What follows belongs to an exercise in optimizing a design on an open flow for a short achievable clock period and few clock cycles per item; a production flow would make more cautious choices.
No functional check of the RTL was part of any run shown here.

**flow/run.sh**
```bash
#!/bin/bash
# synth_recipe.tcl (not shown) runs the flow's synth.tcl, then flattens the netlist and writes it again
# the make line also repeats each setting of config.mk as NAME=value (left out here)
make -C /OpenROAD-flow-scripts/flow DESIGN_CONFIG=/design/flow/config.mk WORK_HOME=/design/flow/orfs CLKGATE_MAP_FILE= SYNTH_SCRIPT=/design/flow/synth_recipe.tcl finish
```
**flow/config.mk**
```make
export PLATFORM = sky130hd
export DESIGN_NAME = mm_gcd
export DESIGN_NICKNAME = mm_gcd
export VERILOG_FILES = /design/flow/design.v
export SDC_FILE = /design/flow/constraint.sdc
export NUM_CORES = 4
export LEC_CHECK = 0
export CAP_MARGIN = 20
export CORE_MARGIN = 2
export CORE_UTILIZATION = 40
export SLEW_MARGIN = 20
```
**flow/constraint.sdc**
```tcl
create_clock -name core_clock -period 5.0 [get_ports {clock}]
set_input_delay 1.0000 -clock core_clock [delete_from_list [all_inputs] [get_ports {clock}]]
set_output_delay 1.0000 -clock core_clock [all_outputs]
set_load 0.01 [all_outputs]
```
**flow/design.v**
```verilog
`timescale 1ns/10ps
module mm_gcd (
    clock,
    reset,
    a,
    b,
    c,
    start,
    finished
);
input clock;
input reset;
input [31:0] a;
input [31:0] b;
output [31:0] c;
input start;
output finished;
reg [32:0] u;      
reg [32:0] v;      
reg [35:0] m;      
reg [4:0] k;
reg fin;
reg fix;
wire [31:0] mag = u[32] ? {~u[31:1], 1'b1} : u[31:0];
assign finished = fin;
assign c = mag << k;
function [4:0] ctz32;
    input [31:0] x;
    integer i;
    begin
        ctz32 = 5'd0;
        for (i = 31; i >= 0; i = i - 1)
            if (x[i]) ctz32 = i;
    end
endfunction
function [5:0] ctz33;
    input [32:0] x;
    integer i;
    begin
        ctz33 = 6'd0;
        for (i = 32; i >= 0; i = i - 1)
            if (x[i]) ctz33 = i;
    end
endfunction
function [4:0] qtab;
    input [2:0] l;
    input [2:0] s;
    begin
        case ({l, s})
            6'o00: qtab = 5'b11000;
            6'o01: qtab = 5'b00010;
            6'o02: qtab = 5'b00100;
            6'o03: qtab = 5'b10001;
            6'o04: qtab = 5'b00001;
            6'o05: qtab = 5'b10100;
            6'o06: qtab = 5'b10010;
            6'o07: qtab = 5'b01000;
            6'o10: qtab = 5'b10100;
            6'o11: qtab = 5'b11000;
            6'o12: qtab = 5'b10001;
            6'o13: qtab = 5'b10010;
            6'o14: qtab = 5'b00010;
            6'o15: qtab = 5'b00001;
            6'o16: qtab = 5'b01000;
            6'o17: qtab = 5'b00100;
            6'o20: qtab = 5'b10010;
            6'o21: qtab = 5'b10001;
            6'o22: qtab = 5'b11000;
            6'o23: qtab = 5'b10100;
            6'o24: qtab = 5'b00100;
            6'o25: qtab = 5'b01000;
            6'o26: qtab = 5'b00001;
            6'o27: qtab = 5'b00010;
            6'o30: qtab = 5'b10001;
            6'o31: qtab = 5'b00100;
            6'o32: qtab = 5'b00010;
            6'o33: qtab = 5'b11000;
            6'o34: qtab = 5'b01000;
            6'o35: qtab = 5'b10010;
            6'o36: qtab = 5'b10100;
            6'o37: qtab = 5'b00001;
            6'o40: qtab = 5'b00001;
            6'o41: qtab = 5'b10100;
            6'o42: qtab = 5'b10010;
            6'o43: qtab = 5'b01000;
            6'o44: qtab = 5'b11000;
            6'o45: qtab = 5'b00010;
            6'o46: qtab = 5'b00100;
            6'o47: qtab = 5'b10001;
            6'o50: qtab = 5'b00010;
            6'o51: qtab = 5'b00001;
            6'o52: qtab = 5'b01000;
            6'o53: qtab = 5'b00100;
            6'o54: qtab = 5'b10100;
            6'o55: qtab = 5'b11000;
            6'o56: qtab = 5'b10001;
            6'o57: qtab = 5'b10010;
            6'o60: qtab = 5'b00100;
            6'o61: qtab = 5'b01000;
            6'o62: qtab = 5'b00001;
            6'o63: qtab = 5'b00010;
            6'o64: qtab = 5'b10010;
            6'o65: qtab = 5'b10001;
            6'o66: qtab = 5'b11000;
            6'o67: qtab = 5'b10100;
            6'o70: qtab = 5'b01000;
            6'o71: qtab = 5'b10010;
            6'o72: qtab = 5'b10100;
            6'o73: qtab = 5'b00001;
            6'o74: qtab = 5'b10001;
            6'o75: qtab = 5'b00100;
            6'o76: qtab = 5'b00010;
            6'o77: qtab = 5'b11000;
        endcase
    end
endfunction
function [35:0] pm;
    input [32:0] s;
    input l1;
    reg [35:0] se;
    begin
        se = {{3{s[32]}}, s};
        pm = (l1 == s[1]) ? (~se ^ 36'd1) : se;
    end
endfunction
function [46:0] step;
    input [35:0] x;
    input [35:0] y;
    reg [35:0] p, g, z, r, need;
    reg [2:0] t, lo;
    reg more, unit;
    integer i;
    begin
        p = x ^ y;
        g = x & y;
        z = p ^ ((x | y) << 1);
        more = (z[9:2] == 8'd0);
        t = 3'd7;
        for (i = 8; i >= 2; i = i - 1)
            if (z[i]) t = i - 2;
        unit = 1'b0;
        lo = 3'd0;
        for (i = 2; i < 10; i = i + 1) begin
            need = ((x & y) | ((x | y) & ~(36'd1 << i))) << 1;
            if (t == i - 2 && (p ^ (36'd1 << i)) == need) unit = 1'b1;
            need = ((x & y) | ((x | y) & ~(-(36'd1 << i)))) << 1;
            if (t == i - 2 && (p ^ (-(36'd1 << i))) == need) unit = 1'b1;
            if (t == i - 2)
                lo = {p[i+3] ^ (g[i+2] | (p[i+2] & g[i+1]) | (p[i+2] & p[i+1] & g[i])),
                      p[i+2] ^ (g[i+1] | (p[i+1] & g[i])),
                      p[i+1] ^ g[i]};
        end
        r = x + y;
        step = {r[35:2], t, more, unit, lo};
    end
endfunction
function [287:0] mults;
    input [32:0] s;
    reg [35:0] se, sn;
    begin
        se = {{3{s[32]}}, s};
        sn = ~se ^ 36'd1;                   
        mults = {se, se + (se << 1), se + (se << 2), (se << 3) + sn,
                 sn, sn + (sn << 1), sn + (sn << 2), (sn << 3) + se};
    end
endfunction
function [35:0] pick;
    input [287:0] ms;
    input [4:0] q;
    begin
        pick = ({36{~q[4] & q[3]}} & ms[287:252]) | ({36{~q[4] & q[2]}} & ms[251:216]) |
               ({36{~q[4] & q[1]}} & ms[215:180]) | ({36{~q[4] & q[0]}} & ms[179:144]) |
               ({36{q[4] & q[3]}} & ms[143:108]) | ({36{q[4] & q[2]}} & ms[107:72]) |
               ({36{q[4] & q[1]}} & ms[71:36]) | ({36{q[4] & q[0]}} & ms[35:0]);
    end
endfunction
wire [4:0] za = ctz32(a);
wire [4:0] zb = ctz32(b);
wire [31:0] ao = a >> za;
wire [31:0] bo = b >> zb;
wire a_zero = (a == 32'd0);
wire b_zero = (b == 32'd0);
wire a_pow2 = ((a & (a - 32'd1)) == 32'd0);
wire b_pow2 = ((b & (b - 32'd1)) == 32'd0);
wire [33:0] sum_uv = {u[32], u} + {v[32], v};
wire [33:0] dif_uv = {u[32], u} - {v[32], v};
wire gt = (sum_uv[33] == dif_uv[33]);           
wire eq = (u == v) || (u[32:1] == ~v[32:1]);   
wire [33:0] ru, rv;
wire [2:0] tu, tv, lu, lv;
wire mu, mv, nu, nv;
assign {ru, tu, mu, nu, lu} = step({{3{u[32]}}, u}, m);
assign {rv, tv, mv, nv, lv} = step({{3{v[32]}}, v}, pm(u, v[1]));
wire [40:0] wux = {{7{ru[33]}}, ru} >> tu;      
wire [32:0] wu = wux[32:0];
wire [40:0] wvx = {{7{rv[33]}}, rv} >> tv;
wire [32:0] wv = wvx[32:0];
wire [287:0] mults_u = mults(u);
wire [287:0] mults_v = mults(v);
wire [5:0] zu = ctz33(u);
wire [65:0] ufx = {{33{u[32]}}, u} >> zu;
wire [32:0] uf = ufx[32:0];                    
always @(posedge clock) begin
    if (reset == 0) begin
        fin <= 1'b1;
        fix <= 1'b0;
    end
    else if (start) begin
        fix <= 1'b0;
        if (a_zero || b_zero) begin
            fin <= 1'b1;
            u <= {1'b0, a | b};
            k <= 5'd0;
        end
        else begin
            k <= (za < zb) ? za : zb;
            u <= (a_pow2 || b_pow2) ? 33'd1 : {1'b0, ao};
            v <= {1'b0, bo};
            m <= pm({1'b0, bo}, ao[1]);
            fin <= a_pow2 || b_pow2 || (a == b);
        end
    end
    else if (!fin) begin
        if (fix) begin
            fix <= 1'b0;
            if (u == 33'd0) begin
                u <= v;
                fin <= 1'b1;
            end
            else begin
                u <= uf;
                m <= pm(v, uf[1]);
                fin <= (uf == 33'd1) || (uf == {33{1'b1}});
            end
        end
        else if (eq) begin
            fin <= 1'b1;
        end
        else if (gt) begin
            u <= wu;
            fin <= nu && !mu;
            fix <= mu;
            m <= pick(mults_v, qtab(lu, v[3:1]));
        end
        else begin
            u <= wv;
            v <= u;
            fin <= nv && !mv;
            fix <= mv;
            m <= pick(mults_u, qtab(lv, u[3:1]));
        end
    end
end
endmodule
```
==> impl_metrics.ini, run 1 <==
[die]
die_w_um = 357
dieArea_um2 = 127000
rows = 129
core_um2 = 124000
ioPinCount = 100
die-height_um = 357
initial_core_util_pct = 40.2

[routing]
viasPerCell = 6.46
num_vias = 63500
drt_iter0_drc = 7692
routedWlPerCell_um = 30.6
firstDrtPassIters = 7
drc = 0
ant_nets = 0
drt_wl_total_um = 301000

[sta]
tightestPinTransition_ns = 1.08
drv_slew = 0
fin_ws_ns = -0.434
fin_setup_tns_ns = -9.86
fin_skew_ns = 0.0280
rsz0062_at_grt = true
max_slew_margin_pct = 28.3
fin_crit_ns = 5.43
finalSetupViolCount = 36
max_freq_mhz = 184
hold_viol = 0
fin_crit_sh_pct = 109

[setup_path]
crit-reg2reg-launch = v[1]
endpoint_kind = flop
reg2regPathDepth = 26
r2r_slack_ns = -0.43
cp-start-kind = flop
worstPathMaxFanout = 9
arrival_ns = 5.61
crit_start = v[1]
worstSetupPathType = flop to flop
worstPathRequired_ns = 5.17
endpoint = m[17]
reg2reg_to = m[17]

[status]
outcome = failed layout checks
check.faults = negative setup slack

[global_routing]
grt_max_degree = 55
antenna_found_initial = 17
grt_pass1_wl_um = 422000
grt_overflow_total = 0
grtUsageTotal_pct = 45.0
first_global_vias = 59900

[cts]
cts_sinks = 109
clock_latency_ns = 0.44
cts-htree-levels = 3
cts_root_buffer = clkbuf_16
cts_max_path_buffers = 2
cts_made_buffers = 9
clkTransAtPathRegs_ns = 0.10
cts_tree = yes

[final_layout]
fin_area_um2 = 67800
fin_nets = 8939
regArea_um2 = 3250
multi_input_area_um2 = 45800
drive_above_1_share_pct = 27.0
fillers = 12000
area_growth_pct = 36.3

[synth]
ys.warnings.count = 1
synthFlopType = edfxtp_1
synth_area_um2 = 49800
syn_inst = 6840
async_flop_share_pct = 0
synth_cell_types = 106
synth-seq-cells = 109
syn_avg_cell_area_um2 = 7.27
syn-num-nets = 7606
synth_edf_count = 107
ys_seq_area_share_pct = 6.54

[hold_path]
hp-class = flop to flop

[run]
max_cap_viol_count = 0

[placed_design]
numPortBuffers = 99
dpl_cell_area_um2 = 63800
hpwl_um = 246000
post-place-ws_ns = -0.728
routabilityCongestion = 1.12
flip-flops by register name (all words and copies together) (netlist names):
signal  count
u          33
m          36
fin         1
fix         1
k           5
v          33
how the worst min path moves through the flow:
stage | startpoint | endpoint | slack [ns] | depth (start not counted)
final | fin | fix | 0.65 | 2
after global routing | fin | fix | 0.68 | 2
after CTS | fin | fix | 0.65 | 2
after detailed placement | fin | fix | 0.63 | 2
after global placement | fin | fix | 0.63 | 2
after floorplan | fin | fix | 0.58 | 2
kinds of logic (layout without fill, tap and decap cells):
family                     count (synthesis)  after routing  share of synthesized area, %
xor gates and xnor gates                 570            570                          10.2
muxes                                    405            405                          8.77
adders and majority gates                707            707                          18.9
AOI/OAI and AO/OA                       2387           2387                          31.7
DFF                                      109            109                          6.54
other                                      0             16                             0
and+or+nand+nor                         1846           1846                          17.3
buffers and inverters                    816           2154                          6.57
worst max-delay path: stages (launching register included):
cell and delay [ns]:
edfxtp_1 0.43, clkinvlp_4 0.14, ha_4 0.27, buf_12 0.12, buf_12 0.12, xor2_1 0.22
inv_1 0.07, ha_1 0.27, xnor2_1 0.18, buf_4 0.21, nor4_4 0.34, nand2_1 0.16
o211ai_1 0.16, buf_4 0.18, nand2_2 0.14, xnor2_2 0.19, o21a_1 0.21, buf_12 0.15
buf_12 0.13, xnor2_4 0.15, buf_12 0.17, buf_8 0.13, mux2i_2 0.22, xor2_1 0.11
a22oi_2 0.17, a31oi_2 0.16, a221o_1 0.36
area by class of cell:
| class | count | area share (%) |
|---|---|---|
| inverters | 343 | 1.91 |
| clock buffers | 9 | 0.332 |
| flip-flops and latches | 109 | 4.80 |
| multi-input cells | 5915 | 67.5 |
| repair buffers | 1795 | 22.3 |
| clock inverters | 7 | 0.138 |
| well taps | 1637 | 3.02 |
| diodes | 16 | 0.0590 |
routing by layer:
layer / track usage [%] / part of all wire, %
met4: 26.6 / 7.1
met5: 0 / 0.021
met1: 58.8 / 40
met2: 66.1 / 41
met3: 12.1 / 12
synthesized netlist by cell type (74+ instances only):
cell type	number	share of area [%]
o21ai_0	431	4.3
a21oi_1	613	6.2
a31oi_1	102	1.3
xnor2_1	377	6.6
a211oi_1	162	2.4
mux2i_1	338	6.8
nor4_1	83	1.0
clkbuf_1	352	2.7
a21o_1	213	3.2
nand3_1	169	1.7
nor3_1	134	1.3
nand2_1	548	4.1
o211ai_1	100	1.5
a221oi_1	75	1.3
nor2_1	521	3.9
inv_1	338	2.5
ha_1	625	16
fa_1	74	3.0
nand4_1	90	1.1
o22ai_1	74	0.93
edfxtp_1	107	6.5
xor2_1	187	3.3
cell usage in the layout, fill, tap and decap left out, drive strengths merged, types with 107 or more instances in the layout:
cell type,instances
edfxtp,107
mux2i,338
a21o,213
xnor2,381
ha,625
nor2,524
inv,340
nand3,169
a211oi,164
nor3,135
o21ai,450
a21oi,617
nand2,548
buf,1689
xor2,189
repair_timing:
| item | 4_1_cts | 5_1_grt |
|---|---|---|
| hold buffers | 0 | 0 |
| setup endpoints to repair | 54 | 62 |
| hold endpoints to repair | 0 | 0 |
| buffers inserted | 32 | 78 |
| resized for setup | 157 | 339 |
| cloned | 4 | 7 |
| pin swaps | 58 | 145 |
per-stage QoR:
step	std cells	util [%]	hold slack, ns
floorplan	6840	-	0.576
global placement	9685	51.6	0.631
detailed placement	9685	51.6	0.633
CTS	9736	52.8	0.651
global route	9816	54.8	0.680
finish	9831	54.8	0.654
==> inputs of run 2 (changes only) <==
--- a/flow/design.v
+++ b/flow/design.v
@@ -125,8 +125,11 @@
 endfunction
-function [46:0] step;
+function [48:0] step;
     input [35:0] x;
     input [35:0] y;
+    input [2:0] o;
     reg [35:0] p, g, z, r, need;
+    reg [7:0] sel;
     reg [2:0] t, lo;
-    reg more, unit;
+    reg [4:0] q;
+    reg more, unit, none, eqp, eqn;
     integer i;
@@ -137,19 +140,25 @@
         more = (z[9:2] == 8'd0);
-        t = 3'd7;
-        for (i = 8; i >= 2; i = i - 1)
-            if (z[i]) t = i - 2;
+        none = 1'b1;
+        for (i = 0; i < 7; i = i + 1) begin
+            sel[i] = z[i+2] & none;
+            none = none & ~z[i+2];
+        end
+        sel[7] = none;
+        t = {sel[4] | sel[5] | sel[6] | sel[7], sel[2] | sel[3] | sel[6] | sel[7],
+             sel[1] | sel[3] | sel[5] | sel[7]};
         unit = 1'b0;
-        lo = 3'd0;
+        q = 5'd0;
         for (i = 2; i < 10; i = i + 1) begin
             need = ((x & y) | ((x | y) & ~(36'd1 << i))) << 1;
-            if (t == i - 2 && (p ^ (36'd1 << i)) == need) unit = 1'b1;
+            eqp = ((p ^ (36'd1 << i)) == need);
             need = ((x & y) | ((x | y) & ~(-(36'd1 << i)))) << 1;
-            if (t == i - 2 && (p ^ (-(36'd1 << i))) == need) unit = 1'b1;
-            if (t == i - 2)
-                lo = {p[i+3] ^ (g[i+2] | (p[i+2] & g[i+1]) | (p[i+2] & p[i+1] & g[i])),
-                      p[i+2] ^ (g[i+1] | (p[i+1] & g[i])),
-                      p[i+1] ^ g[i]};
+            eqn = ((p ^ (-(36'd1 << i))) == need);
+            unit = unit | (sel[i-2] & (eqp | eqn));
+            lo = {p[i+3] ^ (g[i+2] | (p[i+2] & g[i+1]) | (p[i+2] & p[i+1] & g[i])),
+                  p[i+2] ^ (g[i+1] | (p[i+1] & g[i])),
+                  p[i+1] ^ g[i]};
+            q = q | ({5{sel[i-2]}} & qtab(lo, o));
         end
         r = x + y;
-        step = {r[35:2], t, more, unit, lo};
+        step = {r[35:2], t, more, unit, q};
     end
@@ -189,6 +198,7 @@
 wire [33:0] ru, rv;
-wire [2:0] tu, tv, lu, lv;
+wire [2:0] tu, tv;
+wire [4:0] qnu, qnv;
 wire mu, mv, nu, nv;
-assign {ru, tu, mu, nu, lu} = step({{3{u[32]}}, u}, m);
-assign {rv, tv, mv, nv, lv} = step({{3{v[32]}}, v}, pm(u, v[1]));
+assign {ru, tu, mu, nu, qnu} = step({{3{u[32]}}, u}, m, v[3:1]);
+assign {rv, tv, mv, nv, qnv} = step({{3{v[32]}}, v}, pm(u, v[1]), u[3:1]);
 wire [40:0] wux = {{7{ru[33]}}, ru} >> tu;      
@@ -197,4 +207,4 @@
 wire [32:0] wv = wvx[32:0];
-wire [287:0] mults_u = mults(u);
-wire [287:0] mults_v = mults(v);
+wire [35:0] m_gt = pick(mults(v), qnu);
+wire [35:0] m_le = pick(mults(u), qnv);
 wire [5:0] zu = ctz33(u);
@@ -242,3 +252,3 @@
             fix <= mu;
-            m <= pick(mults_v, qtab(lu, v[3:1]));
+            m <= m_gt;
         end
@@ -249,3 +259,3 @@
             fix <= mv;
-            m <= pick(mults_u, qtab(lv, u[3:1]));
+            m <= m_le;
         end
--- a/flow/config.mk
+++ b/flow/config.mk
@@ -10,2 +10,4 @@
 export CORE_UTILIZATION = 40
+export SETUP_SLACK_MARGIN = 0.3
 export SLEW_MARGIN = 20
+export TNS_END_PERCENT = 100
==> run 2 against run 1 <==
Fmax up 1.2%. Via count down 0.35%. Wire length down 7.3%. Clock skew down 0.0030 ns. Largest cell class unchanged. Critical endpoint is now m[10]. Critical path depth down 2. Synthesized area up 3.6%. The layout still fails its checks (negative setup slack). Critical path type unchanged. Non-clock buffer count down 207. Clock-buffer cell count unchanged.
==> impl_metrics.ini, run 2 <==
[status]
outcome = failed layout checks
check.faults = negative setup slack

[final_layout]
fin_nets = 8916
final_common_cell = buf_4
final_util_pct = 52.9
drive_above_1_share_pct = 25.0
largest_register = m
layout_common_cells = buf_4 (1,370), a21oi_1 (667), ha_1 (608)
top_regs = m x36, u x33, v x33
finalNonFillerCells = 9824
fillers = 12400
largest_register_ffs = 36
area_growth_pct = 31.1

[cts]
cts_root_buffer = clkbuf_16
cts_max_path_buffers = 2
clock_latency_ns = 0.43
cts_sinks = 109
cts-htree-levels = 3
cts_tree = yes
cts_made_buffers = 9
clkTransAtPathRegs_ns = 0.10

[synth]
synth_edf_count = 107
synthAdderAreaFrac_pct = 18.1
synth_cell_types = 107
syn_avg_cell_area_um2 = 7.28
synth.most_common_cell = a21oi_1
syn-num-nets = 7846
ys_seq_area_share_pct = 6.31
synth_area_um2 = 51600
synthSimpleGateAreaFrac_pct = 17.5
yosysTopAreaCell = ha_1
synth_xor_area_share_pct = 9.64
synth.area.top_cells = ha_1 (15%), mux2i_1 (7.0%), a21oi_1 (6.8%)
syn_inst = 7080
ys_top_cells_by_count = a21oi_1 (703), ha_1 (625), nand2_1 (598)
synthFlopType = edfxtp_1
synthMuxAreaShare_pct = 11.7
synth-seq-cells = 109
synth_compound_area_share_pct = 30.0
synth_top_family_by_area = compound AO/OA/AOI/OAI gates
async_flop_share_pct = 0
ys.warnings.count = 1
netlist.area_leader.share_pct = 15.2

[setup_path]
reg2regPathDepth = 24
endpoint_kind = flop
crit-reg2reg-launch = v[1]
r2r_slack_ns = -0.37
worstPathRequired_ns = 5.16
cp-start-kind = flop
reg2reg_to = m[10]
arrival_ns = 5.53
worstPathMaxFanout = 7
worstSetupPathType = flop to flop

[routing]
routedWlPerCell_um = 28.4
drt_iter0_drc = 7081
viasPerCell = 6.44
firstDrtPassIters = 8
drc = 0
num_vias = 63300
ant_nets = 0
drt_wl_total_um = 279000

[global_routing]
grt_max_degree = 96
grt_pass1_wl_um = 399000
first_global_vias = 60000
grt_overflow_total = 0
antenna_found_initial = 10
grtUsageTotal_pct = 40.4

[hold_path]
hp-class = flop to flop
hold_path_end = fix
hold-path-cell-count = 2
min_from = fin

[placed_design]
numPortBuffers = 99
routabilityCongestion = 1.10
dp_cells = 9718
hpwl_um = 226000

[sta]
hold_ws_ns = 0.690
max_freq_mhz = 186
fin_crit_sh_pct = 107
rsz0062_at_grt = true
hold_viol = 0
drv_slew = 0
finalSetupViolCount = 40
fin_skew_ns = 0.0250
tightestPinTransition_ns = 1.18
max_slew_margin_pct = 21.6
fin_ws_ns = -0.368
fin_crit_ns = 5.37

[die]
initial_core_util_pct = 40.4
ioPinCount = 100
die-height_um = 363
core_um2 = 128000
dieArea_um2 = 132000
die_w_um = 363
rows = 131

[run]
max_cap_viol_count = 0
## run 2: changes by cell type in the layout (fill, tap and decap cells not counted), sizes merged, moves of 22 or more
cell    change
buf       -203
xnor2      -22
nor2       +68
a21o       -30
a211oi     -45
nand3      -31
mux4       +62
o21ai      +50
nand2      +50
a21oi      +86
## run 2: metal layers
metal  track usage, %  up-vias  wire [um]
met1             52.1    30700     112000
met3             8.31      744      27700
met2             62.3     3427     120000
li1                 -    28300          -
met5                0        -         35
met4             23.2        6      19300
## run 2: logic make-up (layout without fill, tap and decap cells)
| logic type | count (synthesis) | in the layout |
|---|---|---|
| other | 0 | 7 |
| adder cells (fa/ha/maj) | 701 | 701 |
| flip-flops | 109 | 109 |
| XOR/XNOR | 546 | 546 |
| AND/OR/NAND/NOR | 1951 | 1951 |
| AO/OA/AOI/OAI | 2396 | 2396 |
| buffers and inverters | 882 | 1957 |
| multiplexers | 495 | 495 |
## run 2: worst max-delay path by stage
stage / startpoint / to / slack (ns) / cells past startpoint
global placement: a[8] / u[15] / -0.58 / 18
global route: v[1] / m[10] / -0.51 / 23
finish: v[1] / m[10] / -0.37 / 24
floorplan: v[1] / m[7] / -0.50 / 20
detailed placement: v[1] / m[7] / -0.55 / 20
CTS: v[1] / m[19] / -0.27 / 25
## run 2: critical path: stages, from the launching register on
cell	delay, ns
edfxtp_1	0.41
clkinvlp_4	0.13
ha_4	0.33
buf_12	0.14
xor2_2	0.16
ha_2	0.20
inv_2	0.04
fa_2	0.40
xnor2_4	0.22
buf_6	0.13
mux2i_2	0.23
xnor2_1	0.17
mux2i_1	0.28
o2111ai_2	0.23
buf_4	0.20
or2_4	0.32
buf_12	0.17
buf_8	0.14
nor2_1	0.11
a21oi_1	0.06
xnor2_1	0.16
a2111oi_2	0.34
o21ai_1	0.24
a32oi_1	0.24
o21ai_1	0.09
## run 2: what timing repair did
| item | CTS | global route |
|---|---|---|
| hold buffers | 0 | 0 |
| pin swaps | 107 | 109 |
| gates cloned | 5 | 3 |
| setup endpoints to repair | 70 | 83 |
| resized for setup | 221 | 222 |
| buffers inserted | 46 | 28 |
## run 2: layout make-up
type	count	area (um2)	area share, %
multi-input combinational	6089	47100	69.7
clock inverter	7	131	0.194
timing repair buffer	1588	13400	19.9
inverter	353	1340	1.98
sequential	109	3250	4.81
clock buffer	9	225	0.333
antenna	7	17.5	0.0259
tap	1662	2080	3.08
## run 2: stage by stage
stage          setup TNS (ns)  setup WS (ns)  area [um2]
2_1_floorplan          -16.03         -0.497       52100
3_3_place_gp           -18.20         -0.582       64300
3_5_place_dp           -19.86         -0.550       64300
4_1_cts                 -5.31         -0.272       66200
5_1_grt                -13.51         -0.511       67600
6_report                -7.76         -0.368       67600
==> inputs of run 3 (changes only) <==
--- a/flow/design.v
+++ b/flow/design.v
@@ -125,3 +125,3 @@
 endfunction
-function [48:0] step;
+function [91:0] step;
     input [35:0] x;
@@ -132,3 +132,3 @@
     reg [2:0] t, lo;
-    reg [4:0] q;
+    reg [39:0] q;
     reg more, unit, none, eqp, eqn;
@@ -149,3 +149,2 @@
         unit = 1'b0;
-        q = 5'd0;
         for (i = 2; i < 10; i = i + 1) begin
@@ -159,16 +158,14 @@
                   p[i+1] ^ g[i]};
-            q = q | ({5{sel[i-2]}} & qtab(lo, o));
+            q[5*(i-2) +: 5] = qtab(lo, o);
         end
         r = x + y;
-        step = {r[35:2], t, more, unit, q};
-    end
-endfunction
-function [287:0] mults;
+        step = {r[35:2], t, more, unit, sel, q};
+    end
+endfunction
+function [143:0] mults;
     input [32:0] s;
-    reg [35:0] se, sn;
+    reg [35:0] se;
     begin
         se = {{3{s[32]}}, s};
-        sn = ~se ^ 36'd1;                   
-        mults = {se, se + (se << 1), se + (se << 2), (se << 3) + sn,
-                 sn, sn + (sn << 1), sn + (sn << 2), (sn << 3) + se};
+        mults = {se, se + (se << 1), se + (se << 2), (se << 3) - se};
     end
@@ -176,9 +173,19 @@
 function [35:0] pick;
-    input [287:0] ms;
+    input [143:0] ms;
     input [4:0] q;
     begin
-        pick = ({36{~q[4] & q[3]}} & ms[287:252]) | ({36{~q[4] & q[2]}} & ms[251:216]) |
-               ({36{~q[4] & q[1]}} & ms[215:180]) | ({36{~q[4] & q[0]}} & ms[179:144]) |
-               ({36{q[4] & q[3]}} & ms[143:108]) | ({36{q[4] & q[2]}} & ms[107:72]) |
-               ({36{q[4] & q[1]}} & ms[71:36]) | ({36{q[4] & q[0]}} & ms[35:0]);
+        pick = (({36{q[3]}} & ms[143:108]) | ({36{q[2]}} & ms[107:72]) |
+                ({36{q[1]}} & ms[71:36]) | ({36{q[0]}} & ms[35:0])) ^
+               ({36{q[4]}} & ~36'd1);
+    end
+endfunction
+function [35:0] next_m;
+    input [143:0] ms;
+    input [7:0] sel;
+    input [39:0] q;
+    integer i;
+    begin
+        next_m = 36'd0;
+        for (i = 0; i < 8; i = i + 1)
+            next_m = next_m | ({36{sel[i]}} & pick(ms, q[5*i +: 5]));
     end
@@ -199,6 +206,7 @@
 wire [2:0] tu, tv;
-wire [4:0] qnu, qnv;
+wire [7:0] su, sv;
+wire [39:0] qnu, qnv;
 wire mu, mv, nu, nv;
-assign {ru, tu, mu, nu, qnu} = step({{3{u[32]}}, u}, m, v[3:1]);
-assign {rv, tv, mv, nv, qnv} = step({{3{v[32]}}, v}, pm(u, v[1]), u[3:1]);
+assign {ru, tu, mu, nu, su, qnu} = step({{3{u[32]}}, u}, m, v[3:1]);
+assign {rv, tv, mv, nv, sv, qnv} = step({{3{v[32]}}, v}, pm(u, v[1]), u[3:1]);
 wire [40:0] wux = {{7{ru[33]}}, ru} >> tu;      
@@ -207,4 +215,4 @@
 wire [32:0] wv = wvx[32:0];
-wire [35:0] m_gt = pick(mults(v), qnu);
-wire [35:0] m_le = pick(mults(u), qnv);
+wire [35:0] m_gt = next_m(mults(v), su, qnu);
+wire [35:0] m_le = next_m(mults(u), sv, qnv);
 wire [5:0] zu = ctz33(u);
--- a/flow/config.mk
+++ b/flow/config.mk
@@ -9,3 +9,3 @@
 export CORE_MARGIN = 2
-export CORE_UTILIZATION = 40
+export CORE_UTILIZATION = 55
 export SETUP_SLACK_MARGIN = 0.3
==> run 3 against run 2 <==
Synthesized area up 16%. The flow now stops in global routing. Synthesized cell count up 18%.
==> impl_metrics.ini, run 3 <==
[synth]
netlist.area_leader.share_pct = 9.47
ys_seq_area_share_pct = 5.43
synth-seq-cells = 109
syn_inst = 8323
synthFlopType = edfxtp_1
synth.area.top_cells = ha_1 (9.5%), mux2i_1 (7.5%), xnor2_1 (6.9%)
ys_top_cells_by_count = nand2_1 (736), a21oi_1 (653), nor2_1 (587)
synth_area_um2 = 59900
yosysTopAreaCell = ha_1
async_flop_share_pct = 0
ys.warnings.count = 1
synth_edf_count = 107
synth.most_common_cell = nand2_1
syn-num-nets = 8909
syn_avg_cell_area_um2 = 7.19
synth_cell_types = 101

[global_routing]
grtUsageTotal_pct = 74.1
grt_max_degree = 56
grt_pass1_wl_um = 630000
grt_overflow_total = 441
first_global_vias = 88700

[die]
die_w_um = 334
initial_core_util_pct = 55.2
die-height_um = 334
rows = 121
ioPinCount = 100

[cts]
cts-htree-levels = 3
cts_root_buffer = clkbuf_16
cts_max_path_buffers = 2
hold_buffers = 0
cts_made_buffers = 9
cts_sinks = 109

[status]
outcome = did not finish
first-error = [ERROR GRT-0116] Global routing finished with congestion. Check the congestion regions in the DRC Viewer.
lastStage = global routing

[placed_design]
routabilityCongestion = 1.31
numPortBuffers = 99
hpwl_um = 294000
-- run 3: changes by cell type after synthesis, sizes merged, moves of 101 or more --
cell and change:
clkbuf +162, o22ai +168, a222oi +202, a21o -101, o221ai +103, a221oi +139
xor2 +119, xnor2 +112, ha -172, nand2 +140
-- run 3: repair_timing --
item / CTS
buffers inserted: 105
gates resized for setup: 409
setup endpoints to repair: 101
pin swaps: 164
gates cloned: 4
-- run 3: stage by stage --
step	instances	area, um2	setup slack [ns]	util [%]
CTS	11000	78800	-0.129	72.7
detailed placement	10800	75600	-0.783	69.7
global placement	10800	75600	-1.14	69.7
floorplan	8323	61300	-0.0965	-
-- run 3: cell families after synthesis --
group | share of synthesized area (%)
adder cells (fa/ha/maj) | 11.7
XOR/XNOR | 11.3
AND/OR/NAND/NOR | 17.0
flip-flops | 5.43
buffers and inverters | 6.48
multiplexers | 12.6
AO/OA/AOI/OAI | 35.4
-- run 3: worst min-delay path by stage --
stage                     end  cells after the start  slack, ns
after CTS                 fix                      2       0.73
after detailed placement  fix                      2       0.70
after global placement    fix                      2       0.69
after floorplan           fix                      2       0.60
-- run 3: per-layer routing --
| metal | global-route usage [%] | overflow |
|---|---|---|
| met5 | 33.6 | 7 |
| met4 | 64.1 | 202 |
| met3 | 59.7 | 31 |
| met2 | 88.3 | 182 |
| met1 | 78.5 | 19 |
==> inputs of run 4 (changes only) <==
--- a/flow/design.v
+++ b/flow/design.v
@@ -23,2 +23,3 @@
 reg fix;
+reg bneg;          
 wire [31:0] mag = u[32] ? {~u[31:1], 1'b1} : u[31:0];
@@ -125,3 +126,3 @@
 endfunction
-function [91:0] step;
+function [92:0] step;
     input [35:0] x;
@@ -133,3 +134,3 @@
     reg [39:0] q;
-    reg more, unit, none, eqp, eqn;
+    reg more, unit, none, eqp, eqn, w1;
     integer i;
@@ -149,2 +150,3 @@
         unit = 1'b0;
+        w1 = 1'b0;
         for (i = 2; i < 10; i = i + 1) begin
@@ -159,5 +161,6 @@
             q[5*(i-2) +: 5] = qtab(lo, o);
+            w1 = w1 | (sel[i-2] & lo[0]);
         end
         r = x + y;
-        step = {r[35:2], t, more, unit, sel, q};
+        step = {r[35:2], t, more, unit, sel, q, w1};
     end
@@ -208,5 +211,7 @@
 wire [39:0] qnu, qnv;
+wire w1u, w1v;
 wire mu, mv, nu, nv;
-assign {ru, tu, mu, nu, su, qnu} = step({{3{u[32]}}, u}, m, v[3:1]);
-assign {rv, tv, mv, nv, sv, qnv} = step({{3{v[32]}}, v}, pm(u, v[1]), u[3:1]);
+wire [35:0] ue = {{3{u[32]}}, u};
+assign {ru, tu, mu, nu, su, qnu, w1u} = step(ue, m, v[3:1]);
+assign {rv, tv, mv, nv, sv, qnv, w1v} = step({{3{v[32]}}, v}, ue ^ {{35{bneg}}, 1'b0}, u[3:1]);
 wire [40:0] wux = {{7{ru[33]}}, ru} >> tu;      
@@ -237,2 +242,3 @@
             m <= pm({1'b0, bo}, ao[1]);
+            bneg <= (ao[1] == bo[1]);
             fin <= a_pow2 || b_pow2 || (a == b);
@@ -250,2 +256,3 @@
                 m <= pm(v, uf[1]);
+                bneg <= (uf[1] == v[1]);
                 fin <= (uf == 33'd1) || (uf == {33{1'b1}});
@@ -261,2 +268,3 @@
             m <= m_gt;
+            bneg <= (w1u == v[1]);
         end
@@ -268,2 +276,3 @@
             m <= m_le;
+            bneg <= (w1v == u[1]);
         end
--- a/flow/config.mk
+++ b/flow/config.mk
@@ -9,3 +9,3 @@
 export CORE_MARGIN = 2
-export CORE_UTILIZATION = 55
+export CORE_UTILIZATION = 40
 export SETUP_SLACK_MARGIN = 0.3
==> run 4 against run 3 <==
The layout now fails its checks (negative setup slack). Synthesized area fell by 0.75%. Synthesized cell count fell by 2.9%.
==> impl_metrics.ini, run 4 <==
[status]
outcome = failed layout checks
check.faults = negative setup slack

[synth]
netlist.area_leader.share_pct = 9.54
syn_avg_cell_area_um2 = 7.35
synthFlopType = edfxtp_1
yosysTopAreaCell = ha_1
syn_inst = 8085
syn-num-nets = 8671
ys_seq_area_share_pct = 5.53
ys.warnings.count = 1
synth.area.top_cells = ha_1 (9.5%), mux2i_1 (9.5%), xnor2_1 (7.3%)
synth_area_um2 = 59400
synth-seq-cells = 110
synth_edf_count = 108
synth_cell_types = 120
async_flop_share_pct = 0
ys_top_cells_by_count = nand2_1 (723), o21ai_0 (573), mux2i_1 (563)
synth.most_common_cell = nand2_1

[routing]
drt_iter0_drc = 17700
firstDrtPassIters = 22
routedWlPerCell_um = 37.9
viasPerCell = 7.34
num_vias = 86000
ant_nets = 0
drc = 0
drt_wl_total_um = 444000

[setup_path]
cp.buffers_inverters = 10
cp-start-kind = flop
cp_top_family = buffers and inverters
cpPeakStageDelay_ns = 0.50
worstPathRequired_ns = 5.17
path_common_cell = buf_4
endpoint_kind = flop
crit_chain = buf_12 > xor2_2 > buf_4 > inv_1 > buf_4 > fa_2 > xnor2_4 > buf_6 > buf_4 > xor2_1 > nand2_1 > xnor2_1 > xnor2_2 > buf_4 > nor2_1 > buf_4 > buf_4 > o2bb2ai_1 > nor3_1 > a21oi_1 > o31ai_4 > buf_6 > o21ai_2
worstPathMaxFanout = 6
worstSetupPathType = flop to flop
cpMaxStageDelayCell = o31ai_4
arrival_ns = 5.40

[sta]
hold_viol = 0
finalSetupViolCount = 16
rsz0062_at_grt = true
fin_crit_sh_pct = 105
fin_skew_ns = 0.0286
tightestPinTransition_ns = 1.34
max_slew_margin_pct = 9.89
fin_ws_ns = -0.235
drv_slew = 0
max_freq_mhz = 191
fin_crit_ns = 5.24

[die]
ioPinCount = 100
die-height_um = 389
die_w_um = 389
rows = 141
initial_core_util_pct = 40.2
dieArea_um2 = 152000
core_um2 = 148000

[placed_design]
numPortBuffers = 99
post-place-ws_ns = -0.940
hpwl_um = 342000
routabilityCongestion = 1.15

[run]
max_cap_viol_count = 0

[cts]
cts_tree = yes
cts_max_path_buffers = 2
cts_sinks = 110
clkTransAtPathRegs_ns = 0.10
cts_made_buffers = 9
cts-htree-levels = 3
cts_root_buffer = clkbuf_16
clock_latency_ns = 0.43
hold_buffers = 0

[hold_path]
hp-class = flop to flop

[final_layout]
final_util_pct = 57.1
final_common_cell = buf_4
area_growth_pct = 42.0
largest_register = m
top_regs = m x36, u x33, v x33
drive_above_1_share_pct = 31.9
layout_common_cells = buf_4 (1,937), nand2_1 (714), a21oi_1 (504)
largest_register_ffs = 36
fin_nets = 10300

[global_routing]
grt_overflow_total = 0
grt_max_degree = 61
grt_pass1_wl_um = 601000
grtUsageTotal_pct = 54.9
antenna_found_initial = 41
first_global_vias = 79400
==> run 4: changes by cell type after synthesis, moves of 25 or more <==
cell      previous run  this run
a21oi_1            653       531
mux2i_1            451       563
nor2_1             587       500
clkbuf_1           558       476
o221ai_1           154        72
buf_2               26        98
a222oi_1           211       170
mux2_2             103        67
a22o_1              46        79
a31oi_1            126        93
nand3_1            151       121
nor3_1             158       129
o22ai_1            223       252
xnor2_1            471       496
==> run 4: final timing paths <==
kind / slack [ns] / endpoint / from / cells past startpoint
worst min-delay path: 0.76 / fin / fin / 2
worst max register to register: -0.24 / m[30] / bneg / 23
worst max-delay path: -0.24 / m[30] / bneg / 23
worst min register to register: 0.76 / fin / fin / 2
==> run 4: area by class of cell <==
class / count / area (um2)
Antenna cell: 28 / 70.1
Clock buffer: 11 / 233
Clock inverter: 5 / 75.1
Fill cell: 13700 / 63300
Inverter: 317 / 1230
Multi-Input combinational cell: 6995 / 56700
Sequential cell: 110 / 3280
Tap cell: 1930 / 2410
Timing Repair Buffer: 2325 / 20300
==> run 4: metrics by stage <==
stage          cells  hold WS [ns]  cell area (um2)  setup TNS, ns
5_1_grt        11700         0.824            84300          -1.52
6_report       11700         0.764            84400          -1.09
3_5_place_dp   11400         0.724            77500         -12.24
4_1_cts        11500         0.750            80400              0
2_1_floorplan   8085         0.660            59600              0
3_3_place_gp   11400         0.726            77500         -11.48
==> run 4: metal layers <==
metal	vias up	part of all wire [%]	track usage (%)
li1	34500	-	-
met1	40900	35	65.4
met2	8088	38	74.4
met3	2508	17	27.9
met4	40	9.9	40.9
met5	-	0.21	2.01
==> run 4: tightest hold or removal path, delay by kind of cell (launching register included) <==
family             cells  cell delay, ns
and+or+nand+nor        1            0.11
DFF                    1            0.48
AOI/OAI and AO/OA      1            0.15
==> run 4: what timing repair did <==
action | in CTS | in global routing
cloned | 1 | 5
endpoints found under the setup margin | 79 | 126
resized for setup | 364 | 566
hold endpoints to repair | 0 | 0
pin swaps | 80 | 155
setup buffers | 106 | 142
==> run 4: kinds of logic (layout without fill, tap and decap cells) <==
kind of cell | after synthesis | count (layout) | synth area share (%)
other | 0 | 28 | 0
buffers and inverters | 980 | 2658 | 6.54
muxes | 719 | 719 | 14.1
xor gates and xnor gates | 783 | 783 | 11.7
and+or+nand+nor | 2028 | 2028 | 16.2
DFF | 110 | 110 | 5.53
AOI/OAI and AO/OA | 2939 | 2939 | 34.1
adders and majority gates | 526 | 526 | 11.9

## static timing again, ports no longer ideal
The results above use ideal ports. As a check the final layouts listed here were re-extracted and re-timed, cells and wires unchanged. Step 1 assumes that a clkbuf_16 drives the clock port and a buf_2 every other input. Step 2 times the ports against the registers' clock, not the clock port: input delays grow and output delays shrink by t, the midpoint of the rising clock arrivals with the driver on. Three values: ideal ports, drivers, drivers and shift; two values: the first two.
run | t (ns) | slack for setup (ns) | hold slack, ns | cell pins on the clock port's net
run 1 | 0.481 | -0.434 / -0.434 / -0.561 | 0.654 / 0.654 / 0.654 | 1
run 2 | 0.479 | -0.368 / -0.368 / -0.462 | 0.690 / 0.690 / 0.690 | 1
run 4 | 0.493 | -0.235 / -0.235 / -0.372 | 0.764 / 0.764 / 0.764 | 1
For run 4, which loses most, drivers alone change the setup slack by 0.000 ns; drivers and shift together by -0.137 ns.
